What follows belongs to an exercise in optimizing a design on an open flow for small area, a short achievable clock period and few clock cycles per item; a production flow would make more cautious choices.
At most, simulation tests tie the RTL to the original design; equivalence was not proved.
For runs 4 to 8, only the layout was checked, not whether the RTL still works.
No run shown here takes its clock network from TritonCTS; it comes from the design's own scripts or RTL.
No driver is modelled on the clock port, so clock power and skew are understated where the tree is cut down; a real chip needs a root buffer or a tree.
No activity file was given, so power comes from the tool's default toggle rates.

<file path="flow/design.v">
module AEC(clk, rst, ascii_in, ready, valid, result);
input clk;
input rst;
input ready;
input [7:0] ascii_in;
output valid;
output [6:0] result;
localparam [3:0] OP_NOP  = 4'b0000;     
localparam [3:0] OP_EQ   = 4'b0010;
localparam [3:0] OP_LP   = 4'b0001;     
localparam [3:0] OP_LPT  = 4'b0011;     
localparam [3:0] OP_RP   = 4'b0100;
localparam [3:0] OP_MUL  = 4'b0110;
localparam [3:0] OP_ADD  = 4'b1000;
localparam [3:0] OP_SUB  = 4'b1001;
reg       c_dig;
reg [3:0] c_v;
wire is_eq  = ~c_dig & (c_v == OP_EQ);
wire is_lp  = ~c_dig & ~c_v[3] & c_v[0];
wire is_lpt = ~c_dig & ~c_v[3] & c_v[1] & c_v[0];
wire is_rp  = ~c_dig & (c_v == OP_RP);
wire is_as  = ~c_dig & c_v[3];
wire is_sub = ~c_dig & c_v[3] & c_v[0];
wire is_open = ~c_dig & ~c_v[3] & ~c_v[2] & (c_v[0] | ~c_v[1]);   
wire a_grp = ~ascii_in[6] & ~ascii_in[4];           
wire a_num = ~ascii_in[6] &  ascii_in[4] & ~(ascii_in[3] & ascii_in[2]);
wire a_eq  = ~ascii_in[6] &  ascii_in[4] &   ascii_in[3] & ascii_in[2];
wire a_dig = ascii_in[6] | a_num;
wire [3:0] a_val = ascii_in[6] ? ascii_in[3:0] + 4'd9 : ascii_in[3:0];
reg  [3:0] a_op;
always @* begin
    case (ascii_in[2:0])
        3'b000:  a_op = is_open ? OP_LPT : OP_LP;
        3'b001:  a_op = OP_RP;
        3'b010:  a_op = OP_MUL;
        3'b011:  a_op = OP_ADD;
        default: a_op = OP_SUB;
    endcase
    if (!a_grp)
        a_op = a_eq ? OP_EQ : OP_NOP;
end
reg       out_v;
reg       clr;
always @(posedge clk) begin
    if (rst || is_eq || out_v) begin
        c_dig <= 1'b0;
        c_v   <= OP_NOP;
    end else begin
        c_dig <= a_dig;
        c_v   <= a_dig ? a_val : a_op;
    end
end
reg [6:0] S, M;
reg [6:0] mark;                  
reg [1:0] sp;                    
reg [6:0] DS0, DS1, DS2;         
reg [6:0] DK1, DK2;
reg [6:0] K;
wire [6:0] ctxK = (sp == 2'd1) ? 7'd1 : (sp == 2'd2) ? DK1 : DK2;
wire [6:0] ctxS = (sp == 2'd1) ? DS0 : (sp == 2'd2) ? DS1 : DS2;
wire [6:0] sum  = S + M;
wire [6:0] pp0 = c_v[0] ? M : 7'd0;
wire [6:0] pp1 = c_v[1] ? {M[5:0], 1'b0} : 7'd0;
wire [6:0] pp2 = c_v[2] ? {M[4:0], 2'b0} : 7'd0;
wire [6:0] pp3 = c_v[3] ? {M[3:0], 3'b0} : 7'd0;
wire [6:0] prod = (pp0 + pp1) + (pp2 + pp3);
wire push = is_lp & ~is_lpt;
wire pop  = is_rp & ~mark[0];
always @(posedge clk) begin
    if (clr) begin
        S <= 7'd0;
        M <= 7'd1;
        K <= 7'd1;
        sp <= 2'd0;
    end else begin
        if (c_dig)
            M <= prod;
        if (is_eq)
            S <= sum;
        if (is_as) begin
            S <= sum;
            M <= is_sub ? -K : K;
        end
        if (push) begin
            S <= 7'd0;
            K <= M;
            sp <= sp + 2'd1;
        end
        if (is_rp) begin
            S <= pop ? ctxS : 7'd0;
            M <= sum;
        end
        if (pop) begin
            sp <= sp - 2'd1;
            K <= ctxK;
        end
    end
end
always @(posedge clk) begin
    if (is_lp)
        mark <= {mark[5:0], is_lpt};
    else if (is_rp)
        mark <= {1'b0, mark[6:1]};
end
always @(posedge clk) begin
    if (push) begin
        if (sp == 2'd0) DS0 <= S;
        if (sp == 2'd1) begin DS1 <= S; DK1 <= K; end
        if (sp == 2'd2) begin DS2 <= S; DK2 <= K; end
    end
end
always @(posedge clk) begin
    out_v <= is_eq & ~rst;
    clr <= is_eq | rst;
end
assign valid = out_v;
assign result = S;
endmodule
</file>
<file path="flow/flow/run.sh">
#!/bin/bash
# Standard ORFS layout, with:
#  - synthesis leaving adders to ABC (area script) instead of mapping them
#    onto the library's full/half-adder cells; same registers,
#  - ports buffered with buf_4 cells,
#  - a tighter setup target for repair_timing,
#  - the clock distributed by flow/cts_hook.tcl (one level of equal
#    buffers) instead of TritonCTS's two-level tree.
# Clock period and SDC are unchanged.
set -euo pipefail
bash standard.sh SETUP_SLACK_MARGIN=${MARGIN:-7.3} ADDER_MAP_FILE= ABC_AREA=1 \
  PRE_CTS_TCL=$PWD/flow/cts_hook.tcl \
  "BUFFER_PORTS_ARGS=-buffer_cell sky130_fd_sc_hd__buf_4" finish > std_flow.log 2>&1
</file>
<file path="flow/flow/cts_hook.tcl">
# Clock distribution in place of TritonCTS's tree, sourced by ORFS's cts.tcl
# as its PRE_CTS_TCL hook. The design has well under a hundred flip-flops,
# for which the H-tree gives two buffer levels; here the clock port drives
# CLKBUF_COUNT buffers of one size directly, each driving one group of
# flip-flops (the sinks sorted by x and cut into groups of equal size), so
# every register sees one buffer of the same kind and a similar load. The
# rest of cts.tcl (placement legalisation, repair_timing) runs as usual.
set cb_count [expr {[info exists ::env(CLKBUF_COUNT)] ? $::env(CLKBUF_COUNT) : 3}]
set cb_cell [expr {[info exists ::env(CLKBUF_CELL)] ? $::env(CLKBUF_CELL) : "sky130_fd_sc_hd__clkbuf_16"}]

set cb_db [ord::get_db]
set cb_block [ord::get_db_block]
set cb_master [$cb_db findMaster $cb_cell]
set cb_port [get_full_name [lindex [get_property [lindex [all_clocks] 0] sources] 0]]
set cb_net [[$cb_block findBTerm $cb_port] getNet]

proc cb_x { it } { return [lindex [[$it getInst] getLocation] 0] }
set cb_sinks [lsort -command {apply {{a b} {expr {[cb_x $a] - [cb_x $b]}}}} [$cb_net getITerms]]
set cb_n [llength $cb_sinks]
puts "clock distribution: $cb_n sinks, $cb_count x $cb_cell"

for {set g 0} {$g < $cb_count} {incr g} {
  set net [odb::dbNet_create $cb_block clknet_g$g]
  $net setSigType CLOCK
  set inst [odb::dbInst_create $cb_block $cb_master clkbuf_g$g]
  set lo [expr {$g * $cb_n / $cb_count}]
  set hi [expr {($g + 1) * $cb_n / $cb_count}]
  set sx 0
  set sy 0
  for {set k $lo} {$k < $hi} {incr k} {
    set it [lindex $cb_sinks $k]
    set loc [[$it getInst] getLocation]
    set sx [expr {$sx + [lindex $loc 0]}]
    set sy [expr {$sy + [lindex $loc 1]}]
    $it disconnect
    $it connect $net
  }
  set cnt [expr {$hi - $lo}]
  $inst setLocation [expr {$sx / $cnt}] [expr {$sy / $cnt}]
  $inst setPlacementStatus PLACED
  [$inst findITerm A] connect $cb_net
  [$inst findITerm X] connect $net
  puts "  clkbuf_g$g drives $cnt sinks"
}

set_propagated_clock [all_clocks]

# cts.tcl calls clock_tree_synthesis next: the clock is already distributed.
rename clock_tree_synthesis orig_clock_tree_synthesis
proc clock_tree_synthesis { args } {
  puts "clock_tree_synthesis skipped: clock distributed by cts_hook.tcl"
}
</file>
<file path="flow/standard.sh">
#!/bin/bash
# synth_recipe.tcl (not shown) runs the flow's synth.tcl, then flattens the netlist and writes it again
# the make line also repeats each setting of config.mk as NAME=value (left out here)
make -C /OpenROAD-flow-scripts/flow DESIGN_CONFIG=/design/flow/config.mk WORK_HOME=/design/flow/orfs CLKGATE_MAP_FILE= SYNTH_SCRIPT=/design/flow/synth_recipe.tcl "${@:-finish}"
</file>
<file path="flow/config.mk">
export PLATFORM = sky130hd
export DESIGN_NAME = AEC
export DESIGN_NICKNAME = AEC
export VERILOG_FILES = /design/flow/design.v
export SDC_FILE = /design/flow/constraint.sdc
export NUM_CORES = 4
export LEC_CHECK = 0
export CAP_MARGIN = 20
export CORE_MARGIN = 2
export CORE_UTILIZATION = 40
export SLEW_MARGIN = 20
</file>
<file path="flow/constraint.sdc">
create_clock -name core_clock -period 10.0 [get_ports {clk}]
set_input_delay 2.0000 -clock core_clock [delete_from_list [all_inputs] [get_ports {clk}]]
set_output_delay 2.0000 -clock core_clock [all_outputs]
set_load 0.01 [all_outputs]
</file>
==> results of run 1 <==
[routing by layer]
| layer | up-vias | track usage, % | part of all wire (%) |
|---|---|---|---|
| met5 | - | 0 | 0 |
| met2 | 55 | 31.3 | 49 |
| met3 | 4 | 1.36 | 4.4 |
| met1 | 1485 | 22.7 | 46 |
| li1 | 1657 | - | - |
| met4 | 0 | 1.13 | 0.61 |
[worst min-delay path by stage]
stage	cells after the start	slack (ps)	end	from
floorplan	1	440	sp[0]$_SDFFE_PP0P_	sp[0]$_SDFFE_PP0P_
global placement	1	460	sp[0]$_SDFFE_PP0P_	sp[0]$_SDFFE_PP0P_
detailed placement	1	460	sp[0]$_SDFFE_PP0P_	sp[0]$_SDFFE_PP0P_
CTS	1	500	sp[0]$_SDFFE_PP0P_	sp[0]$_SDFFE_PP0P_
global route	0	490	DS2[0]$_DFFE_PP_	S[0]$_SDFFE_PP0P_
finish	0	470	DS1[0]$_DFFE_PP_	S[0]$_SDFFE_PP0P_
[layout make-up]
cell class              count  area share (%)
multi-input cells         345            41.4
plain buffers               3            1.75
inverters                  61            5.43
repair buffers             19            3.59
well taps                 129            3.77
flip-flops and latches     72            44.0
[registers in the layout (all words and copies together) (netlist names), 7 cells and up]
signal  count
DK1         7
DK2         7
DS0         7
DS1         7
DS2         7
K           7
M           7
S           7
mark        7
[report_power, final]
part	total (W)	internal (W)	leakage (nW)	switching, W
clock network	0.000127	0.0000551	0.0370	0.0000718
registers	0.000385	0.000347	0.626	0.0000379
logic	0.000167	0.0000623	1.18	0.000105
total	0.000679	0.000464	1.85	0.000214
[per-stage QoR]
stage	cell area (µm²)	util (%)	setup WS (ps)
2_1_floorplan	3910	-	7260
3_3_place_gp	4110	44.1	7060
3_5_place_dp	4110	44.1	7050
4_1_cts	4210	45.1	7290
5_1_grt	4290	45.9	7280
6_report	4290	45.9	7320
[worst reg2reg max path: cells and delay by family, from the launching register on]
| family | cells | cell delay, ps |
|---|---|---|
| buf+inv | 2 | 520 |
| flops | 1 | 640 |
| simple gates | 3 | 1030 |
[repair_timing]
item	4_1_cts	5_1_grt
hold buffers	0	0
endpoints found under the hold margin	0	0
endpoints found under the setup margin	17	21
resized for setup	11	18
pin swaps	2	5
buffers inserted	0	2
[layout by cell type (no fill, tap or decap), types with 3 or more instances in the layout]
cell type  synthesis  final
nand2_1          140    139
inv_1             58     55
edfxtp_1          42     42
nand3_1           39     39
o21ai_0           37     36
a21oi_1           27     27
nor2_1            29     24
dfxtp_1           30     22
buf_4              2     16
xor2_1            16     15
dfxtp_4            0      6
nand2_2            5      6
o211ai_1           6      6
nor2_4             2      5
inv_2              2      5
xnor2_1            4      4
nor3_1             5      3
nor2_2             1      3
o21ai_1            3      3
a31oi_1            3      3
clkbuf_16          0      3
buf_6              0      3
[kinds of logic after synthesis]
group                     Yosys count  share of synthesized area (%)
and+or+nand+nor                   231                           25.5
buffers and inverters              77                           7.89
DFF                                72                           47.9
AOI/OAI and AO/OA                  93                           13.9
xor gates and xnor gates           20                           4.51
muxes                               1                          0.258
==> impl_metrics.ini, run 1 <==
[placed_design]
routabilityCongestion = 0.845
dpl.cell_count = 624
hpwl_mm = 6.40
port_buffers = 15

[timing]
rsz0062_at_grt = true
timing.fmax_mhz = 374
slew_violations = 0
finClkSkew_ps = 14.3
finalSetupTns_ps = 0
timing.final.hold_violations = 0
hold_ws_ps = 472
setup_viol = 0
timing.slew.headroom_pct = 54.2
tightest_slew_ps = 685
period_minus_slack_ps = 2680
finalCritPeriodShare_pct = 26.8

[run]
drv_cap = 0

[logic_synthesis]
synth.avg_cell_area_um2 = 7.86
synth_edf_count = 42
netlist_top_cells_count = nand2_1, inv_1, edfxtp_1, nand3_1, o21ai_0
synth_area_leaders = edfxtp_1, dfxtp_1, nand2_1
syn_area_mm2 = 0.00388
async_flop_share_pct = 0
ys.warnings.count = 1
yosysMostFrequentCell = nand2_1
ys_ff_latch = 72
ys_seq_area_share_pct = 47.9
synth_ff_type = edfxtp_1
synth_nets = 505
yosysUniqueCellTypes = 45
yosysTopAreaCell = edfxtp_1
synthCells = 494
synth_top_area_share_pct = 32.5

[finish]
nets = 513
fillCellCount = 926
drive_above_1_share_pct = 12.4
stdcell_count = 629
area.growth.synth_to_final_pct = 10.3
regArea_mm2 = 0.00189
antenna_cells = 0
multi_input_comb_area_mm2 = 0.00178

[floorplanning]
fp.dieH_um = 103
die_width_um = 103
dieArea_mm2 = 0.0105
start_util_pct = 41.6
core_area_mm2 = 0.00933
rows = 35
num_io_pins = 19

[critical_path]
max_stage_delay_ps = 370
cp_data_arrival_time_ps = 680
r2r_setup_slack_ps = 7530
required_ps = 8000
cp-start-kind = flip-flop
crit_family = flip-flops
crit_fanout = 6
cp_cell_sequence = buf_4
setup.worst_path.class = flip-flop to primary output
timing.rr.start = c_v[0]$_SDFF_PP0_
critPathSlowestCell = dfxtp_4
cp-endpoint = result[5]
cp-startpoint = S[5]$_SDFFE_PP0P_
cp-end-kind = primary output
r2r_end = DK1[5]$_DFFE_PP_
r2r_cells = 5
cp.buffers_inverters = 1
cp.depth = 1

[grt]
grt_pass1_vias = 2973
grt_pass1_wl_mm = 14.4
overflow = 0
antenna_found_initial = 0
grt_max_degree = 25
grtUsageTotal_pct = 16.9

[clocking]
clkTransAtPathRegs_ps = 100
clk_latency_ps = 160

[detailed_routing]
firstDrtPassIters = 4
viasPerCell = 5.09
num_vias = 3201
drcViolationCount = 0
drtAntennaViolNets = 0
routed_wl_mm = 8.70
first_iter_violations = 167
post_drt_wl_per_cell_um = 13.8

[worst_hold_path]
min_path_type = flip-flop to flip-flop

[power]
powerDensity_mw_per_mm2 = 158
finalPower_w = 0.000679
vdd_ir_drop_max_mv = 0.112
leakage_nw = 1.85

[outcome]
status = complete, no violations
Testbench counts, summed over its fixed seeds: cycles 45,688, items 4,000.
==> inputs of run 2 (changes only) <==
--- a/flow/flow/cts_hook.tcl
+++ b/flow/flow/cts_hook.tcl
@@ -7,3 +7,3 @@
 # rest of cts.tcl (placement legalisation, repair_timing) runs as usual.
-set cb_count [expr {[info exists ::env(CLKBUF_COUNT)] ? $::env(CLKBUF_COUNT) : 3}]
+set cb_count [expr {[info exists ::env(CLKBUF_COUNT)] ? $::env(CLKBUF_COUNT) : 4}]
 set cb_cell [expr {[info exists ::env(CLKBUF_CELL)] ? $::env(CLKBUF_CELL) : "sky130_fd_sc_hd__clkbuf_16"}]
==> run 2 against run 1 <==
- first-iteration DRC count rose by 6.0%
- global-route usage rose by 0.057 points
- register-to-register slack barely moved
- synthesized area did not move
- die area did not move
- sequential share of layout area fell by 0.30 points
- clock skew fell by 6.1 ps
==> impl_metrics.ini, run 2 <==
[detailed_routing]
num_vias = 3197
viasPerCell = 5.08
drcViolationCount = 0
post_drt_wl_per_cell_um = 13.9
routed_wl_mm = 8.72
first_iter_violations = 177
firstDrtPassIters = 4
drtAntennaViolNets = 0

[floorplanning]
start_util_pct = 41.6
core_area_mm2 = 0.00933
num_io_pins = 19
dieArea_mm2 = 0.0105
fp.dieH_um = 103
rows = 35
die_width_um = 103

[timing]
period_minus_slack_ps = 2690
setup_viol = 0
finClkSkew_ps = 8.24
slew_violations = 0
timing.slew.headroom_pct = 54.3
timing.final.hold_violations = 0
rsz0062_at_grt = true
tightest_slew_ps = 683
finalSetupTns_ps = 0
timing.fmax_mhz = 371
worst_slack_ps = 7310
finalCritPeriodShare_pct = 26.9

[placed_design]
routabilityCongestion = 0.845
place_ws_ps = 7050
hpwl_mm = 6.40
port_buffers = 15

[finish]
most-common-layout-cells = nand2_1, inv_1, edfxtp_1, nand3_1, o21ai_0
antenna_cells = 0
area.growth.synth_to_final_pct = 10.7
fillCellCount = 927
nets = 513
drive_above_1_share_pct = 12.2
final_common_cell = nand2_1

[logic_synthesis]
synthMuxAreaShare_pct = 0.258
ys_seq_area_share_pct = 47.9
synthCells = 494
synth_xor_area_share_pct = 4.51
synth_area_leaders = edfxtp_1, dfxtp_1, nand2_1
ys_ff_latch = 72
synth_ff_type = edfxtp_1
yosysMostFrequentCell = nand2_1
ys.warnings.count = 1
yosysUniqueCellTypes = 45
synthAdderAreaFrac_pct = 0
synthSimpleGateAreaFrac_pct = 25.5
yosysTopAreaCell = edfxtp_1
synth.avg_cell_area_um2 = 7.86
syn_area_mm2 = 0.00388
synth_top_family_by_area = simple AND/OR/NAND/NOR gates
synth_nets = 505
synth-compound-area-share_pct = 13.9
netlist_top_cells_count = nand2_1, inv_1, edfxtp_1, nand3_1, o21ai_0
synth_top_area_share_pct = 32.5
synth_edf_count = 42
async_flop_share_pct = 0

[worst_hold_path]
hold_path_depth = 0
min_path_type = flip-flop to flip-flop

[critical_path]
crit_fanout = 3
cp_data_arrival_time_ps = 2740
cp-start-kind = input pin
cp-end-kind = flip-flop
setup.worst_path.class = input pin to flip-flop
required_ps = 10050
r2r_cells = 5

[clocking]
clk_latency_ps = 140
clkTransAtPathRegs_ps = 80
holdBufCountCts = 0

[grt]
grt_max_degree = 20
overflow = 0
antenna_found_initial = 0
grt_pass1_vias = 3007
grtUsageTotal_pct = 17.0
grt_pass1_wl_mm = 14.5

[power]
vdd_ir_drop_max_mv = 0.0767
leakage_nw = 1.85
powerDensity_mw_per_mm2 = 161

[run]
drv_cap = 0

[outcome]
status = complete, no violations
run 2: cell counts after synthesis:
No cell type changed its count.
run 2: cell families after synthesis:
family,count (synthesis)
simple gates,231
buf+inv,77
xor+xnor,20
mux,1
flops,72
compound gates,93
run 2: critical path, stage by stage:
cell and delay (ps):
buf_6 90, or2_4 230, nor2_4 100, inv_2 70
nor2_4 100, inv_2 50, o32ai_1 90
run 2: report_power, final:
group	internal, W	total (W)	switching, W
registers	0.000347	0.000385	0.0000385
logic	0.0000614	0.000165	0.000104
clock network	0.0000723	0.000143	0.0000710
run 2: path summary, 6_finish.rpt:
check | from | slack (ps) | endpoint
hold / removal | S[5]$_SDFFE_PP0P_ | 490 | DS0[5]$_DFFE_PP_
setup reg to reg | c_v[0]$_SDFF_PP0_ | 7540 | DK1[5]$_DFFE_PP_
hold reg to reg | S[5]$_SDFFE_PP0P_ | 490 | DS0[5]$_DFFE_PP_
setup / recovery | rst | 7310 | c_v[3]$_SDFF_PP0_
run 2: metrics by stage:
| step | instance area, µm² | utilization, % | power [W] | hold WS, ps | std cells |
|---|---|---|---|---|---|
| floorplan | 3910 | - | 0.000500 | 444 | 494 |
| global placement | 4110 | 44.1 | 0.000547 | 455 | 624 |
| detailed placement | 4110 | 44.1 | 0.000551 | 464 | 624 |
| CTS | 4230 | 45.4 | 0.000693 | 485 | 628 |
| global route | 4300 | 46.1 | 0.000735 | 511 | 629 |
| finish | 4300 | 46.1 | 0.000694 | 494 | 629 |
run 2: area by class of cell:
cell class	instances	area, µm²	area share, %
inverter	61	233	5.41
multi-input combinational	345	1780	41.3
timing repair buffer	18	150	3.49
tap	129	161	3.75
sequential	72	1880	43.7
buffer	4	100	2.33
run 2: per-layer routing:
metal	GRT usage [%]	vias up	share of wire [%]
met3	1.36	9	4.3
li1	-	1653	-
met5	0	-	0
met2	31.3	62	50
met1	22.5	1473	45
met4	1.85	0	1.2
run 2: what timing repair did:
action | in CTS | in global routing
pin swaps | 2 | 5
setup buffers | 0 | 1
gates resized for setup | 11 | 16
endpoints found under the setup margin | 11 | 25
gates cloned | 0 | 0
==> inputs of run 3 (changes only) <==
--- a/flow/flow/run.sh
+++ b/flow/flow/run.sh
@@ -8,3 +8,4 @@
 #    buffers) instead of TritonCTS's two-level tree.
-# Clock period and SDC are unchanged.
+# Clock period and SDC are unchanged. make's output goes to std_flow.log
+# here; each ORFS step writes its own log under orfs/logs/.
 set -euo pipefail
--- a/flow/flow/cts_hook.tcl
+++ b/flow/flow/cts_hook.tcl
@@ -7,3 +7,3 @@
 # rest of cts.tcl (placement legalisation, repair_timing) runs as usual.
-set cb_count [expr {[info exists ::env(CLKBUF_COUNT)] ? $::env(CLKBUF_COUNT) : 4}]
+set cb_count [expr {[info exists ::env(CLKBUF_COUNT)] ? $::env(CLKBUF_COUNT) : 3}]
 set cb_cell [expr {[info exists ::env(CLKBUF_CELL)] ? $::env(CLKBUF_CELL) : "sky130_fd_sc_hd__clkbuf_16"}]
==> run 3 against run 2 <==
- register-to-register slack barely moved
- clock skew rose by 6.1 ps
- sequential share of layout area rose by 0.30 points
==> impl_metrics.ini, run 3 <==
[logic_synthesis]
yosysTopAreaCell = edfxtp_1
synthCells = 494
async_flop_share_pct = 0
ys.warnings.count = 1
synth.avg_cell_area_um2 = 7.86
ys_seq_area_share_pct = 47.9
netlist_top_cells_count = nand2_1, inv_1, edfxtp_1, nand3_1, o21ai_0
synth_area_leaders = edfxtp_1, dfxtp_1, nand2_1
yosysMostFrequentCell = nand2_1
synth_edf_count = 42
yosysUniqueCellTypes = 45
synth_ff_type = edfxtp_1
ys_ff_latch = 72
synth_top_area_share_pct = 32.5
syn_area_mm2 = 0.00388
synth_nets = 505

[placed_design]
port_buffers = 15
hpwl_mm = 6.40
routabilityCongestion = 0.845
place_ws_ps = 7050

[grt]
grt_max_degree = 25
overflow = 0
grt_pass1_vias = 2973
grtUsageTotal_pct = 16.9
grt_pass1_wl_mm = 14.4
antenna_found_initial = 0

[critical_path]
crit_family = flip-flops
setup.worst_path.class = flip-flop to primary output
cp-start-kind = flip-flop
cp-end-kind = primary output
max_stage_delay_ps = 370
required_ps = 8000
crit_fanout = 6
cp_data_arrival_time_ps = 680
cp_cell_sequence = buf_4
cp.buffers_inverters = 1
critPathSlowestCell = dfxtp_4

[finish]
final_util_pct = 45.9
fillCellCount = 926
final_common_cell = nand2_1
antenna_cells = 0
nets = 513
area.growth.synth_to_final_pct = 10.3
drive_above_1_share_pct = 12.4
most-common-layout-cells = nand2_1, inv_1, edfxtp_1, nand3_1, o21ai_0

[timing]
timing.slew.headroom_pct = 54.2
finClkSkew_ps = 14.3
setup_viol = 0
tightest_slew_ps = 685
timing.final.hold_violations = 0
slew_violations = 0
worst_slack_ps = 7320
timing.fmax_mhz = 374
rsz0062_at_grt = true
finalSetupTns_ps = 0
finalCritPeriodShare_pct = 26.8
period_minus_slack_ps = 2680

[power]
leakage_nw = 1.85
powerDensity_mw_per_mm2 = 158
finalPower_w = 0.000679
vdd_ir_drop_max_mv = 0.112

[clocking]
holdBufCountCts = 0
clk_latency_ps = 160
clkTransAtPathRegs_ps = 100

[floorplanning]
dieArea_mm2 = 0.0105
die_width_um = 103
rows = 35
fp.dieH_um = 103
core_area_mm2 = 0.00933
num_io_pins = 19
start_util_pct = 41.6

[detailed_routing]
first_iter_violations = 167
drtAntennaViolNets = 0
viasPerCell = 5.09
num_vias = 3201
post_drt_wl_per_cell_um = 13.8
routed_wl_mm = 8.70
drcViolationCount = 0
firstDrtPassIters = 4

[run]
drv_cap = 0

[worst_hold_path]
min_path_type = flip-flop to flip-flop

[outcome]
status = complete, no violations
[run 3: cell counts after synthesis]
Identical to the previous run, type by type.
[run 3: power breakdown]
part           internal (W)  leakage, nW  total, W  switching [W]
combinational     0.0000623         1.18  0.000167       0.000105
sequential         0.000347        0.626  0.000385      0.0000379
clock             0.0000551       0.0370  0.000127      0.0000718
[run 3: repair_timing]
action,4_1_cts,5_1_grt
buffers inserted,0,2
gates resized for setup,11,18
pin swaps,2,5
endpoints found under the setup margin,17,21
[run 3: layout make-up]
| cell class | count | area [µm²] | share of cell area (%) |
|---|---|---|---|
| inverter | 61 | 233 | 5.43 |
| tap | 129 | 161 | 3.77 |
| buffer | 3 | 75.1 | 1.75 |
| multi-input combinational | 345 | 1780 | 41.4 |
| sequential | 72 | 1890 | 44.0 |
| timing repair buffer | 19 | 154 | 3.59 |
[run 3: routing by layer]
layer / vias to the layer above / share of wire, % / GRT usage (%)
met5: - / 0 / 0
li1: 1657 / - / -
met2: 55 / 49 / 31.3
met3: 4 / 4.4 / 1.36
met4: 0 / 0.61 / 1.13
met1: 1485 / 46 / 22.7
[run 3: stage by stage]
stage               std cells  hold slack (ps)  instance area (µm²)
floorplan                 494              444                 3910
global placement          624              455                 4110
detailed placement        624              464                 4110
CTS                       627              498                 4210
global route              629              488                 4290
finish                    629              472                 4290
[run 3: path summary, 6_finish.rpt]
kind,cells after the start,to,slack [ps],start
setup reg to reg,5,DK1[5]$_DFFE_PP_,7530,c_v[0]$_SDFF_PP0_
hold / removal,0,DS1[0]$_DFFE_PP_,470,S[0]$_SDFFE_PP0P_
setup / recovery,1,result[5],7320,S[5]$_SDFFE_PP0P_
hold reg to reg,0,DS1[0]$_DFFE_PP_,470,S[0]$_SDFFE_PP0P_
[run 3: cell families after synthesis]
group,count (synthesis),share of synthesized area (%)
compound gates,93,13.9
xor+xnor,20,4.51
buf+inv,77,7.89
flops,72,47.9
mux,1,0.258
simple gates,231,25.5
==> inputs of run 4 (changes only) <==
--- a/flow/design.v
+++ b/flow/design.v
@@ -44,5 +44,6 @@
 always @(posedge clk) begin
-    if (rst || is_eq || out_v) begin
+    if (rst || is_eq) begin
         c_dig <= 1'b0;
         c_v   <= OP_NOP;
+        out_v <= 1'b0;
     end else begin
@@ -50,2 +51,3 @@
         c_v   <= a_dig ? a_val : a_op;
+        out_v <= a_eq;
     end
@@ -53,2 +55,3 @@
 reg [6:0] S, M;
+reg [6:0] R;                     
 reg [6:0] mark;                  
@@ -60,3 +63,2 @@
 wire [6:0] ctxS = (sp == 2'd1) ? DS0 : (sp == 2'd2) ? DS1 : DS2;
-wire [6:0] sum  = S + M;
 wire [6:0] pp0 = c_v[0] ? M : 7'd0;
@@ -68,2 +70,6 @@
 wire pop  = is_rp & ~mark[0];
+wire [6:0] Kpm = is_sub ? -K : K;
+wire [6:0] X = c_dig ? S : is_as ? R : pop ? ctxS : 7'd0;
+wire [6:0] Y = c_dig ? prod : is_as ? Kpm : is_rp ? R : M;
+wire [6:0] Rn = X + Y;
 always @(posedge clk) begin
@@ -73,11 +79,12 @@
         K <= 7'd1;
+        R <= 7'd1;
         sp <= 2'd0;
     end else begin
+        if (c_dig | is_as | push | is_rp)
+            R <= Rn;
         if (c_dig)
             M <= prod;
-        if (is_eq)
-            S <= sum;
         if (is_as) begin
-            S <= sum;
-            M <= is_sub ? -K : K;
+            S <= R;
+            M <= Kpm;
         end
@@ -90,3 +97,3 @@
             S <= pop ? ctxS : 7'd0;
-            M <= sum;
+            M <= R;
         end
@@ -111,8 +118,6 @@
 end
-always @(posedge clk) begin
-    out_v <= is_eq & ~rst;
+always @(posedge clk)
     clr <= is_eq | rst;
-end
 assign valid = out_v;
-assign result = S;
+assign result = R;
 endmodule
--- a/flow/flow/run.sh
+++ b/flow/flow/run.sh
@@ -8,4 +8,3 @@
 #    buffers) instead of TritonCTS's two-level tree.
-# Clock period and SDC are unchanged. make's output goes to std_flow.log
-# here; each ORFS step writes its own log under orfs/logs/.
+# Clock period and SDC are unchanged.
 set -euo pipefail
==> run 4 against run 3 <==
- critical path type unchanged
- worst hold slack improved by 47 ps
- critical path depth unchanged
- largest cell class is now multi-input combinational cells
- highest routed layer unchanged
- synthesized area grew 15%
- final area increased by 16%
- setup slack better by 0.52 ps
- total power grew 2.9%
- register-to-register slack got worse by 30 ps
- largest power group unchanged
- synthesized cell count is 20% higher
==> impl_metrics.ini, run 4 <==
[grt]
grt_max_degree = 28
grtUsageTotal_pct = 18.7
grt_pass1_wl_mm = 17.9
antenna_found_initial = 0
grt_pass1_vias = 3735
overflow = 0

[clocking]
clk_latency_ps = 160
holdBufCountCts = 0
clkTransAtPathRegs_ps = 100

[finish]
drive_above_1_share_pct = 18.3
nets = 626
postLayoutCellArea_mm2 = 0.00496
most-common-layout-cells = nand2_1, inv_1, nand3_1, edfxtp_1, nor2_1
fillCellCount = 1072
final_common_cell = nand2_1
antenna_cells = 0
area.growth.synth_to_final_pct = 11.3

[run]
drv_cap = 0

[logic_synthesis]
ys_seq_area_share_pct = 44.9
syn_area_mm2 = 0.00446
yosysUniqueCellTypes = 40
synth_area_leaders = edfxtp_1, dfxtp_1, nand2_1
ys.warnings.count = 1
yosysTopAreaCell = edfxtp_1
synth_edf_count = 42
synth_ff_type = edfxtp_1
synth_nets = 603
yosysMostFrequentCell = nand2_1
synth.avg_cell_area_um2 = 7.53
ys_ff_latch = 79
synthCells = 592
async_flop_share_pct = 0
netlist_top_cells_count = nand2_1, inv_1, nand3_1, nor2_1, edfxtp_1
synth_top_area_share_pct = 28.3

[floorplanning]
num_io_pins = 19
dieArea_mm2 = 0.0120
rows = 38
start_util_pct = 41.1
die_width_um = 110
fp.dieH_um = 110
core_area_mm2 = 0.0108

[worst_hold_path]
min_path_type = flip-flop to flip-flop
hold_path_depth = 0
hold_end = DS0[2]$_DFFE_PP_
hp-start = S[2]$_SDFFE_PP0P_

[timing]
finClkSkew_ps = 7.82
slew_violations = 0
period_minus_slack_ps = 2680
tightest_slew_ps = 647
setup_viol = 0
worst_slack_ps = 7320
timing.fmax_mhz = 374
finalCritPeriodShare_pct = 26.8
timing.final.hold_violations = 0
timing.slew.headroom_pct = 56.8
rsz0062_at_grt = true
finalSetupTns_ps = 0

[critical_path]
critPathSlowestCell = dfxtp_4
cp.buffers_inverters = 1
crit_fanout = 4
r2r_end = R[5]$_SDFFE_PP0P_
setup.worst_path.class = flip-flop to primary output
r2r_cells = 19
cp_data_arrival_time_ps = 680
cp-end-kind = primary output
required_ps = 8000
max_stage_delay_ps = 370
timing.rr.start = c_v[0]$_SDFF_PP0_
r2r_setup_slack_ps = 7500
cp_cell_sequence = buf_4
cp-startpoint = R[2]$_SDFFE_PP0P_
cp-start-kind = flip-flop
crit_family = flip-flops

[outcome]
status = complete, no violations

[power]
vdd_ir_drop_max_mv = 0.154
leakage_nw = 2.26
p_int_w = 0.000484
p_switching_w = 0.000214
p_sw_share_pct = 30.6
pwr-share-seq_pct = 56.8
clockPowerShare_pct = 19.2
powerDensity_mw_per_mm2 = 141
power_frac_comb_pct = 24.0

[placed_design]
place_ws_ps = 6510
routabilityCongestion = 0.809
hpwl_mm = 7.91
port_buffers = 15
placed_area_mm2 = 0.00467

[detailed_routing]
drcViolationCount = 0
routed_wl_mm = 10.8
first_iter_violations = 292
drtAntennaViolNets = 0
num_vias = 3898
viasPerCell = 5.18
post_drt_wl_per_cell_um = 14.3
firstDrtPassIters = 5
## run 4: cell types whose count changed after synthesis, sizes merged, moves of 5 or more
cell	change
dfxtp	+7
inv	+20
nand2	+46
nand3	+15
nor2	+20
o211ai	+5
xor2	-9
## run 4: cell type report
class / instances / area [µm²] / share of cell area [%]
well taps: 140 / 175 / 3.53
inverters: 81 / 307 / 6.18
flip-flops and latches: 79 / 2040 / 41.1
repair buffers: 31 / 233 / 4.69
plain buffers: 3 / 75.1 / 1.51
multi-input cells: 419 / 2130 / 42.9
## run 4: cell families after synthesis
family,count (synthesis),share of synthesized area [%]
AOI/OAI and AO/OA,95,12.8
and+or+nand+nor,312,31.0
xor gates and xnor gates,12,2.36
DFF,79,44.9
buffers and inverters,94,8.87
## run 4: routing by layer
layer | global-route usage [%] | wire length [µm]
met3 | 1.07 | 389
met1 | 26.4 | 5120
met4 | 3.71 | 173
met2 | 31.8 | 5110
met5 | 0 | 0
## run 4: power groups by stage
stage | logic (W) | registers [W] | clock network [W]
after detailed placement | 0.000152 | 0.000404 | 0
after global placement | 0.000147 | 0.000403 | 0
final | 0.000167 | 0.000397 | 0.000134
after CTS | 0.000154 | 0.000398 | 0.000139
after global routing | 0.000189 | 0.000401 | 0.000147
after floorplan | 0.000118 | 0.000389 | 0
## run 4: timing repair
action	4_1_cts	5_1_grt
endpoints found under the hold margin	0	0
endpoints found under the setup margin	54	33
resized for setup	17	28
pin swaps	1	1
setup buffers	2	12
## run 4: worst max path at each step
stage                     depth (start not counted)  slack (ps)                end
after global routing                             22        7280  R[5]$_SDFFE_PP0P_
after CTS                                         5        7300  c_v[3]$_SDFF_PP0_
after detailed placement                          8        6510   DK1[5]$_DFFE_PP_
after floorplan                                   4        7330  c_v[3]$_SDFF_PP0_
after global placement                            8        6540   DK1[5]$_DFFE_PP_
final                                             1        7320          result[2]
## run 4: stage by stage
stage | utilization (%) | std cells | total power (W) | hold WS (ps)
2_1_floorplan | - | 592 | 0.000508 | 458
3_3_place_gp | 43.1 | 736 | 0.000550 | 491
3_5_place_dp | 43.1 | 736 | 0.000555 | 503
4_1_cts | 44.3 | 741 | 0.000691 | 524
5_1_grt | 45.8 | 753 | 0.000737 | 538
6_report | 45.8 | 753 | 0.000698 | 520
==> inputs of run 5 (changes only) <==
--- a/flow/design.v
+++ b/flow/design.v
@@ -71,35 +71,42 @@
 wire [6:0] Kpm = is_sub ? -K : K;
-wire [6:0] X = c_dig ? S : is_as ? R : pop ? ctxS : 7'd0;
-wire [6:0] Y = c_dig ? prod : is_as ? Kpm : is_rp ? R : M;
-wire [6:0] Rn = X + Y;
-always @(posedge clk) begin
+reg  [6:0] S_n, M_n, K_n;
+reg  [1:0] sp_n;
+always @* begin
+    S_n = S;
+    M_n = M;
+    K_n = K;
+    sp_n = sp;
     if (clr) begin
-        S <= 7'd0;
-        M <= 7'd1;
-        K <= 7'd1;
-        R <= 7'd1;
-        sp <= 2'd0;
+        S_n = 7'd0;
+        M_n = 7'd1;
+        K_n = 7'd1;
+        sp_n = 2'd0;
     end else begin
-        if (c_dig | is_as | push | is_rp)
-            R <= Rn;
         if (c_dig)
-            M <= prod;
+            M_n = prod;
         if (is_as) begin
-            S <= R;
-            M <= Kpm;
+            S_n = R;
+            M_n = Kpm;
         end
         if (push) begin
-            S <= 7'd0;
-            K <= M;
-            sp <= sp + 2'd1;
+            S_n = 7'd0;
+            K_n = M;
+            sp_n = sp + 2'd1;
         end
         if (is_rp) begin
-            S <= pop ? ctxS : 7'd0;
-            M <= R;
+            S_n = pop ? ctxS : 7'd0;
+            M_n = R;
         end
         if (pop) begin
-            sp <= sp - 2'd1;
-            K <= ctxK;
+            sp_n = sp - 2'd1;
+            K_n = ctxK;
         end
     end
+end
+always @(posedge clk) begin
+    S <= S_n;
+    M <= M_n;
+    K <= K_n;
+    sp <= sp_n;
+    R <= S_n + M_n;
 end
==> run 5 against run 4 <==
- routed wire length is 6.3% lower
- core utilization is 1.5 points lower
- setup slack better by 4.5 ps
- clock power hardly changed
- register-to-register slack better by 30 ps
- worst hold slack worse by 43 ps
- synthesized cell count is 3.5% lower
- die area is 2.4% lower
- cell count is 3.9% lower
- critical path type unchanged
- still clean
- first-iteration DRC count is 47% lower
==> impl_metrics.ini, run 5 <==
[critical_path]
setup.worst_path.class = flip-flop to primary output
r2r_setup_slack_ps = 7530
crit_fanout = 3
r2r_end = R[6]$_DFF_P_
required_ps = 8000
critPathSlowestCell = dfxtp_1
cp_cell_sequence = buf_4
cp-start-kind = flip-flop
cp.buffers_inverters = 1
r2r_cells = 23
cp_data_arrival_time_ps = 670
cp-startpoint = R[2]$_DFF_P_
crit_family = flip-flops
timing.rr.start = M[2]$_DFF_P_
cp-end-kind = primary output
max_stage_delay_ps = 380
cp.depth = 1
cp-endpoint = result[2]

[logic_synthesis]
yosysMostFrequentCell = nand2_1
synth_nets = 582
syn_area_mm2 = 0.00435
ys_seq_area_share_pct = 46.0
synth.avg_cell_area_um2 = 7.61
synth_edf_count = 42
synth_top_area_share_pct = 29.0
async_flop_share_pct = 0
yosysUniqueCellTypes = 42
synthCells = 571
yosysTopAreaCell = edfxtp_1
netlist_top_cells_count = nand2_1, inv_1, nor2_1, nand3_1, edfxtp_1
synth_area_leaders = edfxtp_1, dfxtp_1, nand2_1
synth_ff_type = edfxtp_1
ys.warnings.count = 1
ys_ff_latch = 79

[grt]
grt_max_degree = 28
overflow = 0
antenna_found_initial = 0
grt_pass1_vias = 3389
grt_pass1_wl_mm = 15.9
grtUsageTotal_pct = 16.8

[timing]
timing.fmax_mhz = 374
timing.final.hold_violations = 0
finalCritPeriodShare_pct = 26.7
finClkSkew_ps = 10.9
tightest_slew_ps = 765
setup_viol = 0
slew_violations = 0
period_minus_slack_ps = 2670
finalSetupTns_ps = 0
timing.slew.headroom_pct = 48.7
rsz0062_at_grt = true

[detailed_routing]
drtAntennaViolNets = 0
first_iter_violations = 156
viasPerCell = 5.10
routed_wl_mm = 10.1
post_drt_wl_per_cell_um = 14.0
firstDrtPassIters = 5
num_vias = 3691
drcViolationCount = 0

[clocking]
clk_latency_ps = 160
clkTransAtPathRegs_ps = 100

[floorplanning]
start_util_pct = 40.5
core_area_mm2 = 0.0107
dieArea_mm2 = 0.0117
fp.dieH_um = 108
num_io_pins = 19
die_width_um = 108
rows = 38

[power]
clockPowerShare_pct = 19.4
vdd_ir_drop_max_mv = 0.115
p_sw_share_pct = 30.5
powerDensity_mw_per_mm2 = 146
power_frac_comb_pct = 22.9
finalPower_w = 0.000693
leakage_nw = 2.21
p_int_w = 0.000482
pwr-share-seq_pct = 57.7
p_switching_w = 0.000211

[finish]
fillCellCount = 1104
most-common-layout-cells = nand2_1, inv_1, nor2_1, nand3_1, edfxtp_1
final_common_cell = nand2_1
area.growth.synth_to_final_pct = 9.27
drive_above_1_share_pct = 16.4
multi_input_comb_area_mm2 = 0.00202
stdcell_count = 724
regArea_mm2 = 0.00202
antenna_cells = 0
nets = 597

[placed_design]
routabilityCongestion = 0.811
dpl.cell_count = 716
port_buffers = 15
hpwl_mm = 7.18

[run]
drv_cap = 0

[worst_hold_path]
min_path_type = flip-flop to flip-flop

[outcome]
status = complete, no violations
## run 5: how the worst min path moves through the flow
| stage | cells past startpoint | slack [ps] | end | start |
|---|---|---|---|---|
| final | 0 | 480 | DS2[3]$_DFFE_PP_ | S[3]$_DFF_P_ |
| after global routing | 0 | 520 | DS2[3]$_DFFE_PP_ | S[3]$_DFF_P_ |
| after CTS | 0 | 490 | DS2[3]$_DFFE_PP_ | S[3]$_DFF_P_ |
| after detailed placement | 0 | 470 | DS0[3]$_DFFE_PP_ | S[3]$_DFF_P_ |
| after global placement | 0 | 460 | DS1[2]$_DFFE_PP_ | S[2]$_DFF_P_ |
| after floorplan | 0 | 440 | DS0[0]$_DFFE_PP_ | S[0]$_DFF_P_ |
## run 5: cells by family after synthesis
family          share of synthesized area (%)
compound gates                           10.5
simple gates                             32.9
xor+xnor                                 2.01
buf+inv                                  8.55
flops                                    46.0
## run 5: metal layers
layer	vias to the layer above	routed length (µm)	GRT usage, %
met3	9	440	0.663
li1	1879	-	-
met2	100	4960	30.4
met5	-	0	0
met1	1703	4570	22.9
met4	0	152	2.38
## run 5: through the flow
stage / cell area [µm²] / hold slack [ps] / util [%] / setup slack, ps
after global placement: 4590 / 457 / 42.7 / 7130
after detailed placement: 4590 / 468 / 42.7 / 7080
after floorplan: 4350 / 443 / - / 7330
final: 4750 / 476 / 44.2 / 7330
after global routing: 4750 / 515 / 44.2 / 7280
after CTS: 4700 / 488 / 43.7 / 7310
## run 5: power by group through the flow
stage,combinational (W),sequential [W],clock [W]
3_3_place_gp,0.000150,0.000404,0
2_1_floorplan,0.000113,0.000395,0
4_1_cts,0.000157,0.000398,0.000137
6_report,0.000159,0.000400,0.000134
3_5_place_dp,0.000153,0.000405,0
5_1_grt,0.000179,0.000404,0.000147
## run 5: timing repair
item | in CTS | in global routing
setup endpoints to repair | 4 | 8
buffers inserted | 2 | 2
cloned | 0 | 1
hold buffers | 0 | 0
hold endpoints to repair | 0 | 0
pin swaps | 1 | 1
resized for setup | 3 | 14
## run 5: cell type report
type / instances / share of cell area [%]
tap: 140 / 3.69
timing repair buffer: 21 / 3.32
buffer: 3 / 1.58
multi-input combinational: 401 / 42.5
inverter: 80 / 6.45
sequential: 79 / 42.5
==> inputs of run 6 (changes only) <==
--- a/flow/design.v
+++ b/flow/design.v
@@ -110,3 +110,3 @@
     sp <= sp_n;
-    R <= S_n + M_n;
+    R <= add7(S_n, M_n);
 end
@@ -129,2 +129,14 @@
 assign result = R;
+function [6:0] add7;
+    input [6:0] x, y;
+    integer i;
+    reg c;
+    begin
+        c = 1'b0;
+        for (i = 0; i < 7; i = i + 1) begin
+            add7[i] = x[i] ^ y[i] ^ c;
+            c = (x[i] & y[i]) | (c & (x[i] ^ y[i]));
+        end
+    end
+endfunction
 endmodule
==> run 6 against run 5 <==
- still clean
- total power is 3.7% higher
- flip-flop and latch count unchanged
- via count down 2.1%
- die area shrank 3.1%
- worst hold slack improved by 0.55 ps
- critical path depth stayed put
- clock skew up 7.0 ps
- highest routed layer unchanged
- combinational power up about 10%
- synthesized area is 3.2% lower
- clock power grew 3%
- global-route usage increased by 1.5 points
==> impl_metrics.ini, run 6 <==
[critical_path]
cp_data_arrival_time_ps = 690
max_stage_delay_ps = 380
cp_cell_sequence = buf_4
required_ps = 8000
crit_fanout = 3
cp-start-kind = flip-flop
crit_family = flip-flops
cp.buffers_inverters = 1
cp-end-kind = primary output
critPathSlowestCell = dfxtp_1
setup.worst_path.class = flip-flop to primary output

[logic_synthesis]
synth_area_leaders = edfxtp_1, dfxtp_1, nand2_1
ys.warnings.count = 1
yosysUniqueCellTypes = 43
synth_top_area_share_pct = 30.0
netlist_top_cells_count = nand2_1, inv_1, nor2_1, edfxtp_1, nand3_1
async_flop_share_pct = 0
ys_ff_latch = 79
syn_area_mm2 = 0.00421
yosysMostFrequentCell = nand2_1
synth_ff_type = edfxtp_1
synth.avg_cell_area_um2 = 7.84
synth_nets = 548
synthCells = 537
yosysTopAreaCell = edfxtp_1
synth_edf_count = 42
ys_seq_area_share_pct = 47.6

[finish]
antenna_cells = 0
most-common-layout-cells = nand2_1, inv_1, nor2_1, edfxtp_1, nand3_1
drive_above_1_share_pct = 18.0
final_common_cell = nand2_1
area.growth.synth_to_final_pct = 12.2
nets = 574
postLayoutCellArea_mm2 = 0.00472
stdcell_count = 697

[timing]
slew_violations = 0
finalCritPeriodShare_pct = 26.9
finalSetupTns_ps = 0
finClkSkew_ps = 17.8
period_minus_slack_ps = 2690
timing.slew.headroom_pct = 53.9
timing.final.hold_violations = 0
tightest_slew_ps = 689
worst_slack_ps = 7310
timing.fmax_mhz = 372
rsz0062_at_grt = true
setup_viol = 0

[clocking]
clkTransAtPathRegs_ps = 110
holdBufCountCts = 0
clk_latency_ps = 170

[grt]
grt_max_degree = 28
grt_pass1_vias = 3541
grt_pass1_wl_mm = 17.0
overflow = 0
grtUsageTotal_pct = 18.3
antenna_found_initial = 0

[detailed_routing]
viasPerCell = 5.18
first_iter_violations = 237
routed_wl_mm = 10.2
firstDrtPassIters = 4
post_drt_wl_per_cell_um = 14.6
drtAntennaViolNets = 0
drcViolationCount = 0
num_vias = 3613

[outcome]
status = complete, no violations

[floorplanning]
die_width_um = 107
fp.dieH_um = 107
rows = 37
num_io_pins = 19
start_util_pct = 40.9
core_area_mm2 = 0.0103
dieArea_mm2 = 0.0114

[placed_design]
place_ws_ps = 7050
placed_area_mm2 = 0.00447
hpwl_mm = 7.07
routabilityCongestion = 0.808
dpl.cell_count = 681
port_buffers = 15

[power]
vdd_ir_drop_max_mv = 0.167
powerDensity_mw_per_mm2 = 152
leakage_nw = 2.11

[run]
drv_cap = 0

[worst_hold_path]
min_path_type = flip-flop to flip-flop
-- run 6: cell count changes after synthesis, sizes merged, moves of 5 or more --
cell   previous run  this run
a31oi             4        10
nor2             53        58
o21ai            25        32
nand2           198       165
inv              78        71
nand3            53        47
-- run 6: worst paths after layout --
kind	cells after the start	endpoint	slack (ps)	startpoint
worst max-delay path	1	result[6]	7310	R[6]$_DFF_P_
worst min-delay path	0	DS2[2]$_DFFE_PP_	480	S[2]$_DFF_P_
worst max register to register	19	R[6]$_DFF_P_	7490	sp[0]$_SDFFE_PP0P_
worst min register to register	0	DS2[2]$_DFFE_PP_	480	S[2]$_DFF_P_
-- run 6: worst reg2reg max path, cell delays in order (launching register included) --
cell and delay (ps):
dfxtp_1 330, inv_1 180, nand2_2 120, clkinvlp_4 130
buf_4 240, nand2_1 70, nand3_1 150, nand2_1 100
o21ai_2 80, nand2_1 90, nand2_1 100, nand3_1 110
nand2_2 100, nand3_2 90, nand2_2 100, a21oi_2 80
o21ai_2 180, nand2_2 70, nand3_1 70, nand2_1 50
-- run 6: area by class of cell --
cell class	count	area, µm²
timing repair buffer	31	233
inverter	72	283
multi-input combinational	376	1940
sequential	79	2020
fill	1029	5560
buffer	3	75.1
tap	136	170
-- run 6: logic make-up (layout without fill, tap and decap cells) --
logic type	count (synthesis)	after routing	synth area share [%]
mux	3	3	0.803
flops	79	79	47.6
compound gates	82	82	11.8
xor+xnor	10	10	2.08
simple gates	281	281	29.9
buf+inv	82	106	7.76
-- run 6: per-stage QoR --
stage                     power, W  hold slack (ps)  utilization [%]
after global routing      0.000757              509             45.9
final                     0.000718              477             45.9
after CTS                 0.000713              483             45.2
after global placement    0.000571              457             43.5
after detailed placement  0.000576              459             43.5
after floorplan           0.000522              435                -
-- run 6: power breakdown --
group | internal [W] | switching [W]
combinational | 0.0000669 | 0.000108
clock | 0.0000555 | 0.0000824
sequential | 0.000374 | 0.0000311
-- run 6: repair_timing --
action | 4_1_cts | 5_1_grt
setup buffers | 11 | 2
pin swaps | 3 | 3
gates resized for setup | 4 | 25
setup endpoints to repair | 7 | 11
-- run 6: layer usage --
layer | up-vias | routed length [µm] | track usage, %
li1 | 1821 | - | -
met1 | 1669 | 4490 | 25.3
met2 | 102 | 4900 | 32.2
met3 | 21 | 591 | 0.858
met4 | 0 | 227 | 3.34
met5 | - | 0 | 0
==> inputs of run 7 (changes only) <==
--- a/flow/design.v
+++ b/flow/design.v
@@ -67,3 +67,3 @@
 wire [6:0] pp3 = c_v[3] ? {M[3:0], 3'b0} : 7'd0;
-wire [6:0] prod = (pp0 + pp1) + (pp2 + pp3);
+wire [6:0] prod = add7(add7(pp0, pp1), add7(pp2, pp3));
 wire push = is_lp & ~is_lpt;
==> run 7 against run 6 <==
- synthesized cell count down 0.19%
- critical path depth unchanged
- via count down 2.5%
- maximum frequency up 0.48%
- largest power group unchanged
- still clean on timing, DRC and antenna
- first-iteration DRC count down 35%
- final area down 1.5%
==> impl_metrics.ini, run 7 <==
[outcome]
status = complete, no violations

[finish]
fillCellCount = 1026
area.growth.synth_to_final_pct = 11.1
drive_above_1_share_pct = 16.7
stdcell_count = 688
postLayoutCellArea_mm2 = 0.00465
nets = 565
antenna_cells = 0
most-common-layout-cells = nand2_1, inv_1, nor2_1, edfxtp_1, o21ai_0
regArea_mm2 = 0.00202
final_common_cell = nand2_1
multi_input_comb_area_mm2 = 0.00189

[critical_path]
critPathSlowestCell = dfxtp_2
crit_fanout = 3
cp-start-kind = flip-flop
setup.worst_path.class = flip-flop to primary output
timing.rr.start = c_v[2]$_SDFF_PP0_
cp-end-kind = primary output
cp.depth = 1
required_ps = 8000
cp_data_arrival_time_ps = 670
max_stage_delay_ps = 380
r2r_cells = 15
r2r_setup_slack_ps = 7500
cp_cell_sequence = buf_4
cp-startpoint = R[2]$_DFF_P_
cp.buffers_inverters = 1
crit_family = flip-flops

[logic_synthesis]
synth_area_leaders = edfxtp_1, dfxtp_1, nand2_1
yosysMostFrequentCell = nand2_1
syn_area_mm2 = 0.00419
ys_ff_latch = 79
ys.warnings.count = 1
netlist_top_cells_count = nand2_1, inv_1, nor2_1, edfxtp_1, dfxtp_1
ys_seq_area_share_pct = 47.8
synthMuxAreaShare_pct = 0.807
synth_xor_area_share_pct = 1.88
async_flop_share_pct = 0
synthSimpleGateAreaFrac_pct = 28.6
synth_edf_count = 42
synth_top_area_share_pct = 30.1
synthAdderAreaFrac_pct = 0
synth_top_family_by_area = simple AND/OR/NAND/NOR gates
synth.avg_cell_area_um2 = 7.81
synth-compound-area-share_pct = 13.0
synthCells = 536
yosysTopAreaCell = edfxtp_1
synth_nets = 547
yosysUniqueCellTypes = 45
synth_ff_type = edfxtp_1

[grt]
grtUsageTotal_pct = 16.9
grt_pass1_vias = 3271
grt_pass1_wl_mm = 15.7
overflow = 0
grt_max_degree = 28
antenna_found_initial = 0

[detailed_routing]
top_layer_used = met4
met2_length_mm = 4.80
wl_met1_mm = 4.47
firstDrtPassIters = 4
met3_length_um = 381
drcViolationCount = 0
drtAntennaViolNets = 0
post_drt_wl_per_cell_um = 14.2
num_vias = 3523
routed_wl_mm = 9.77
viasPerCell = 5.12
first_iter_violations = 153

[power]
vdd_ir_drop_max_mv = 0.0947
p_switching_w = 0.000214
power_frac_comb_pct = 23.1
clockPowerShare_pct = 19.1
powerDensity_mw_per_mm2 = 152
pwr-share-seq_pct = 57.7
p_sw_share_pct = 30.4
leakage_nw = 2.12
p_int_w = 0.000491

[worst_hold_path]
min_path_type = flip-flop to flip-flop
hold_path_depth = 0
hp-start = S[4]$_DFF_P_

[timing]
tightest_slew_ps = 675
finalSetupTns_ps = 0
setup_viol = 0
timing.slew.headroom_pct = 54.7
timing.final.hold_violations = 0
timing.fmax_mhz = 374
finClkSkew_ps = 6.70
hold_ws_ps = 483
rsz0062_at_grt = true
worst_slack_ps = 7330
slew_violations = 0
period_minus_slack_ps = 2670
finalCritPeriodShare_pct = 26.7

[placed_design]
port_buffers = 15
placed_area_mm2 = 0.00445
dpl.cell_count = 678
routabilityCongestion = 0.804
place_ws_ps = 7060
hpwl_mm = 7.08

[clocking]
clk_latency_ps = 160
holdBufCountCts = 0
clkTransAtPathRegs_ps = 100

[floorplanning]
dieArea_mm2 = 0.0113
fp.dieH_um = 106
start_util_pct = 40.9
core_area_mm2 = 0.0102
num_io_pins = 19
rows = 37
die_width_um = 106

[run]
drv_cap = 0
-- run 7: cell types whose count changed after synthesis, sizes merged, moves of 2 or more --
cell and change:
a21o +2, a32o +2, inv +2, xnor2 -2, o21ai +5, nand2 +5
nand3 -12
-- run 7: final cells by class --
class / count / area share [%]
sequential: 79 / 43.4
multi-input combinational: 373 / 40.6
inverter: 73 / 6.19
timing repair buffer: 24 / 4.46
tap: 136 / 3.66
buffer: 3 / 1.61
-- run 7: cell families after synthesis --
kind of cell           Yosys count
flip-flops                      79
AO/OA/AOI/OAI                   89
multiplexers                     3
buffers and inverters           84
AND/OR/NAND/NOR                272
XOR/XNOR                         9
-- run 7: timing repair --
action | in CTS | in global routing
pin swaps | 1 | 5
cloned | 0 | 0
endpoints found under the setup margin | 7 | 10
buffers inserted | 1 | 6
gates resized for setup | 7 | 22
hold endpoints to repair | 0 | 0
-- run 7: power by group through the flow --
stage                     logic, W  clock network (W)  registers, W
after global placement    0.000153                  0      0.000412
after floorplan           0.000115                  0      0.000401
after CTS                 0.000158           0.000136      0.000406
after detailed placement  0.000156                  0      0.000413
final                     0.000163           0.000135      0.000407
after global routing      0.000184           0.000148      0.000412
-- run 7: per-layer routing --
metal,global-route usage [%],up-vias
met5,0,-
met4,3.01,0
met3,0.736,11
met2,29.8,68
met1,23.4,1648
li1,-,1796
-- run 7: through the flow --
stage	power [W]	utilization (%)
finish	0.000705	45.5
global route	0.000744	45.5
CTS	0.000700	44.4
detailed placement	0.000569	43.5
global placement	0.000564	43.5
floorplan	0.000516	-
-- run 7: final timing paths --
check | endpoint
worst min-delay path | DS2[4]$_DFFE_PP_
worst max register to register | R[6]$_DFF_P_
worst min register to register | DS2[4]$_DFFE_PP_
worst max-delay path | result[2]
==> inputs of run 8 (changes only) <==
--- a/flow/design.v
+++ b/flow/design.v
@@ -42,3 +42,3 @@
 reg       out_v;
-reg       clr;
+wire      clr = ~c_dig & (c_v == OP_NOP);
 always @(posedge clk) begin
@@ -56,3 +56,3 @@
 reg [6:0] R;                     
-reg [6:0] mark;                  
+reg [5:0] mark;                  
 reg [1:0] sp;                    
@@ -114,5 +114,5 @@
     if (is_lp)
-        mark <= {mark[5:0], is_lpt};
+        mark <= {mark[4:0], is_lpt};
     else if (is_rp)
-        mark <= {1'b0, mark[6:1]};
+        mark <= {1'b1, mark[5:1]};
 end
@@ -125,4 +125,2 @@
 end
-always @(posedge clk)
-    clr <= is_eq | rst;
 assign valid = out_v;
==> run 8 against run 7 <==
- sequential power rose by 12%
- flip-flop and latch count fell by 2
- routed wire length fell by 1.5%
==> impl_metrics.ini, run 8 <==
[placed_design]
hpwl_mm = 7.02
dpl.cell_count = 689
port_buffers = 15
routabilityCongestion = 0.859
place_ws_ps = 7070

[timing]
finalCritPeriodShare_pct = 26.6
timing.fmax_mhz = 376
finalSetupTns_ps = 0
timing.final.hold_violations = 0
setup_viol = 0
worst_slack_ps = 7340
tightest_slew_ps = 733
finClkSkew_ps = 13.6
rsz0062_at_grt = true
slew_violations = 0
timing.slew.headroom_pct = 51.0
period_minus_slack_ps = 2660

[logic_synthesis]
yosysMostFrequentCell = nand2_1
yosysUniqueCellTypes = 41
netlist_top_cells_count = nand2_1, inv_1, edfxtp_1, dfxtp_1, nor2_1
synthMuxAreaShare_pct = 0
syn_area_mm2 = 0.00413
ys_seq_area_share_pct = 47.3
ys_ff_latch = 77
synth_area_leaders = edfxtp_1, dfxtp_1, nand2_1
async_flop_share_pct = 0
synth.avg_cell_area_um2 = 7.59
synth_edf_count = 41
synthSimpleGateAreaFrac_pct = 30.2
synth_top_area_share_pct = 29.8
synth-compound-area-share_pct = 12.6
synthAdderAreaFrac_pct = 0
synth_ff_type = edfxtp_1
synth_nets = 555
yosysTopAreaCell = edfxtp_1
ys.warnings.count = 1
synth_xor_area_share_pct = 1.70
synth_top_family_by_area = simple AND/OR/NAND/NOR gates
synthCells = 544

[critical_path]
required_ps = 8000
crit_fanout = 2
r2r_setup_slack_ps = 7510
cp.buffers_inverters = 1
crit_family = flip-flops
cp-start-kind = flip-flop
critPathSlowestCell = dfxtp_1
cp_cell_sequence = buf_4
cp-end-kind = primary output
cp_data_arrival_time_ps = 660
max_stage_delay_ps = 370
setup.worst_path.class = flip-flop to primary output

[grt]
antenna_found_initial = 0
grt_pass1_wl_mm = 15.8
grtUsageTotal_pct = 16.9
busiest_layer = met2
grtUsageMet1_pct = 23.6
grt_pass1_vias = 3331
gr-usage-met2_pct = 30.2
grt_max_degree = 27
overflow = 0
grt_use_met3_pct = 0.618

[power]
powerDensity_mw_per_mm2 = 190
pwr-share-seq_pct = 52.1
leakage_nw = 2.14
clockPowerShare_pct = 15.4
power_frac_comb_pct = 32.5
vdd_ir_drop_max_mv = 0.190
p_sw_share_pct = 36.6
p_int_w = 0.000553
p_switching_w = 0.000319

[floorplanning]
dieArea_mm2 = 0.0112
start_util_pct = 40.6
rows = 37
fp.dieH_um = 106
num_io_pins = 19
die_width_um = 106
core_area_mm2 = 0.0102

[clocking]
clkTransAtPathRegs_ps = 100
clk_latency_ps = 170

[detailed_routing]
routed_wl_mm = 9.62
firstDrtPassIters = 5
viasPerCell = 5.03
num_vias = 3530
first_iter_violations = 165
post_drt_wl_per_cell_um = 13.7
drtAntennaViolNets = 0
drcViolationCount = 0

[worst_hold_path]
min_path_type = flip-flop to flip-flop

[finish]
area.growth.synth_to_final_pct = 11.1
nets = 579
drive_above_1_share_pct = 13.8
most-common-layout-cells = nand2_1, inv_1, edfxtp_1, nand3_1, nor2_1
stdcell_count = 702
final_common_cell = nand2_1
antenna_cells = 0

[outcome]
status = complete, no violations

[run]
drv_cap = 0
-- run 8: per-layer routing --
| metal | vias to the layer above | part of all wire, % |
|---|---|---|
| met4 | 0 | 0.65 |
| li1 | 1813 | - |
| met2 | 49 | 50 |
| met5 | - | 0 |
| met1 | 1662 | 48 |
| met3 | 6 | 1.8 |
-- run 8: path summary, 6_finish.rpt --
| kind | startpoint | cells past startpoint | end |
|---|---|---|---|
| max reg2reg | c_dig$_SDFF_PP0_ | 16 | R[6]$_DFF_P_ |
| min reg2reg | S[2]$_DFF_P_ | 0 | DS0[2]$_DFFE_PP_ |
| max | R[5]$_DFF_P_ | 1 | result[5] |
| min | S[2]$_DFF_P_ | 0 | DS0[2]$_DFFE_PP_ |
-- run 8: stage by stage --
stage / util (%) / total power [W] / cell area, µm² / hold slack (ps)
floorplan: - / 0.000639 / 4130 / 443
global placement: 43.1 / 0.000727 / 4390 / 465
detailed placement: 43.1 / 0.000735 / 4390 / 470
CTS: 44.0 / 0.000867 / 4480 / 499
global route: 45.1 / 0.000931 / 4590 / 510
finish: 45.1 / 0.000872 / 4590 / 496
-- run 8: cells by family (layout without fill, tap and decap cells) --
logic type,Yosys count,count (layout)
simple gates,284,285
compound gates,88,88
buf+inv,87,108
flops,77,77
xor+xnor,8,8
-- run 8: cell type report --
type	count	area, µm²
Timing Repair Buffer	27	203
Sequential cell	77	1960
Buffer	3	75.1
Fill cell	1037	5600
Inverter	78	295
Tap cell	136	170
Multi-Input combinational cell	381	1880
-- run 8: power by group through the flow --
stage                     registers [W]  logic [W]  clock network (W)
after floorplan                0.000439   0.000200                  0
after global placement         0.000456   0.000271                  0
after detailed placement       0.000458   0.000277                  0
after CTS                      0.000452   0.000279           0.000136
after global routing           0.000462   0.000321           0.000148
final                          0.000454   0.000283           0.000135
-- run 8: timing repair --
action	CTS	global route
gates cloned	0	1
resized for setup	5	14
setup buffers	0	9
endpoints found under the setup margin	4	9
hold buffers	0	0
pin swaps	0	2
==> inputs of run 9 (changes only) <==
--- a/flow/design.v
+++ b/flow/design.v
@@ -67,3 +67,3 @@
 wire [6:0] pp3 = c_v[3] ? {M[3:0], 3'b0} : 7'd0;
-wire [6:0] prod = add7(add7(pp0, pp1), add7(pp2, pp3));
+wire [6:0] prod = (pp0 + pp1) + (pp2 + pp3);
 wire push = is_lp & ~is_lpt;
==> run 9 against run 8 <==
- still clean
- critical path depth stayed put
- synthesized cell count stayed put
- setup slack better by 19 ps
- largest cell class unchanged
- largest power group unchanged
- highest routed layer unchanged
==> impl_metrics.ini, run 9 <==
[logic_synthesis]
yosysMostFrequentCell = nand2_1
yosysUniqueCellTypes = 37
synth_top_area_share_pct = 29.6
synth_nets = 555
netlist_top_cells_count = nand2_1, inv_1, edfxtp_1, nand3_1, dfxtp_1
ys.warnings.count = 1
syn_area_mm2 = 0.00416
synth.avg_cell_area_um2 = 7.65
synth_ff_type = edfxtp_1
ys_ff_latch = 77
synth_area_leaders = edfxtp_1, dfxtp_1, nand2_1
synth_edf_count = 41
yosysTopAreaCell = edfxtp_1
synthCells = 544
async_flop_share_pct = 0
ys_seq_area_share_pct = 46.9

[timing]
timing.final.hold_violations = 0
period_minus_slack_ps = 2640
timing.fmax_mhz = 379
finClkSkew_ps = 11.1
timing.slew.headroom_pct = 62.4
worst_slack_ps = 7360
setup_viol = 0
finalSetupTns_ps = 0
tightest_slew_ps = 562
finalCritPeriodShare_pct = 26.4
rsz0062_at_grt = true
slew_violations = 0
hold_ws_ps = 494

[grt]
grtUsageMet1_pct = 23.9
antenna_found_initial = 0
grt_pass1_vias = 3383
grt_pass1_wl_mm = 16.2
grt_max_degree = 27
busiest_layer = met2
grtUsageTotal_pct = 17.4
gr-usage-met2_pct = 31.8
grt_use_met3_pct = 0.613
overflow = 0

[floorplanning]
fp.dieH_um = 106
core_area_mm2 = 0.0102
num_io_pins = 19
dieArea_mm2 = 0.0112
die_width_um = 106
rows = 37
start_util_pct = 40.7

[critical_path]
cp-end-kind = primary output
cp-start-kind = flip-flop
crit_fanout = 2
setup.worst_path.class = flip-flop to primary output
crit_family = flip-flops
cp_data_arrival_time_ps = 640
required_ps = 8000
cp.buffers_inverters = 1
critPathSlowestCell = dfxtp_1
max_stage_delay_ps = 360
cp_cell_sequence = buf_4

[power]
vdd_ir_drop_max_mv = 0.167
powerDensity_mw_per_mm2 = 193
leakage_nw = 2.11

[placed_design]
hpwl_mm = 6.95
placed_area_mm2 = 0.00442
routabilityCongestion = 0.809
place_ws_ps = 7110
port_buffers = 15

[finish]
antenna_cells = 0
final_common_cell = nand2_1
nets = 575
most-common-layout-cells = nand2_1, inv_1, edfxtp_1, nand3_1, dfxtp_1
area.growth.synth_to_final_pct = 10.8
drive_above_1_share_pct = 13.7
postLayoutCellArea_mm2 = 0.00461

[detailed_routing]
drtAntennaViolNets = 0
viasPerCell = 5.10
num_vias = 3562
post_drt_wl_per_cell_um = 13.7
drcViolationCount = 0
firstDrtPassIters = 5
first_iter_violations = 207
routed_wl_mm = 9.58

[clocking]
clkTransAtPathRegs_ps = 90
holdBufCountCts = 0
clk_latency_ps = 160

[outcome]
status = complete, no violations

[run]
drv_cap = 0

[worst_hold_path]
min_path_type = flip-flop to flip-flop
==> run 9: area by class of cell <==
cell class / instances / area, µm²
Buffer: 3 / 75.1
Sequential cell: 77 / 1970
Inverter: 75 / 289
Multi-Input combinational cell: 382 / 1920
Fill cell: 1043 / 5620
Tap cell: 136 / 170
Timing Repair Buffer: 25 / 188
==> run 9: final timing paths <==
check,slack (ps),from,to,cells after the start
hold / removal,490,S[3]$_DFF_P_,DS0[3]$_DFFE_PP_,0
setup reg to reg,7490,c_v[0]$_SDFF_PP0_,R[6]$_DFF_P_,15
hold reg to reg,490,S[3]$_DFF_P_,DS0[3]$_DFFE_PP_,0
setup / recovery,7360,R[3]$_DFF_P_,result[3],1
==> run 9: repair_timing <==
| action | CTS | global route |
|---|---|---|
| gates cloned | 0 | 0 |
| setup endpoints to repair | 18 | 20 |
| pin swaps | 1 | 2 |
| setup buffers | 3 | 3 |
| resized for setup | 4 | 18 |
==> run 9: through the flow <==
step / instances / util, % / total power (W)
global route: 698 / 45.1 / 0.000953
finish: 698 / 45.1 / 0.000888
global placement: 689 / 43.2 / 0.000744
floorplan: 544 / - / 0.000658
detailed placement: 689 / 43.2 / 0.000752
CTS: 695 / 44.3 / 0.000881
==> run 9: routing by layer <==
| metal | up-vias | share of wire (%) |
|---|---|---|
| li1 | 1811 | - |
| met1 | 1682 | 46 |
| met2 | 63 | 49 |
| met3 | 6 | 3.9 |
| met4 | 0 | 0.72 |
| met5 | - | 0 |
==> run 9: where the power goes <==
| part | total [W] | switching, W | internal (W) |
|---|---|---|---|
| clock network | 0.000130 | 0.0000749 | 0.0000552 |
| registers | 0.000450 | 0.0000541 | 0.000396 |
| logic | 0.000308 | 0.000195 | 0.000113 |
| total | 0.000888 | 0.000324 | 0.000564 |
==> run 9: kinds of logic after synthesis <==
kind of cell / after synthesis / share of synthesized area (%)
flops: 77 / 46.9
compound gates: 86 / 12.1
buf+inv: 85 / 8.45
xor+xnor: 9 / 1.89
simple gates: 287 / 30.6
Testbench counts of run 9, summed over its fixed seeds: cycles 41,688, items 4,000.

Setup slack of run 9, layout unchanged: 7.360 ns with ideal ports, 7.297 ns with driving cells assumed (clock clkbuf_16, inputs buf_2), 7.187 ns with port delays also shifted by the 0.218 ns mid clock arrival.
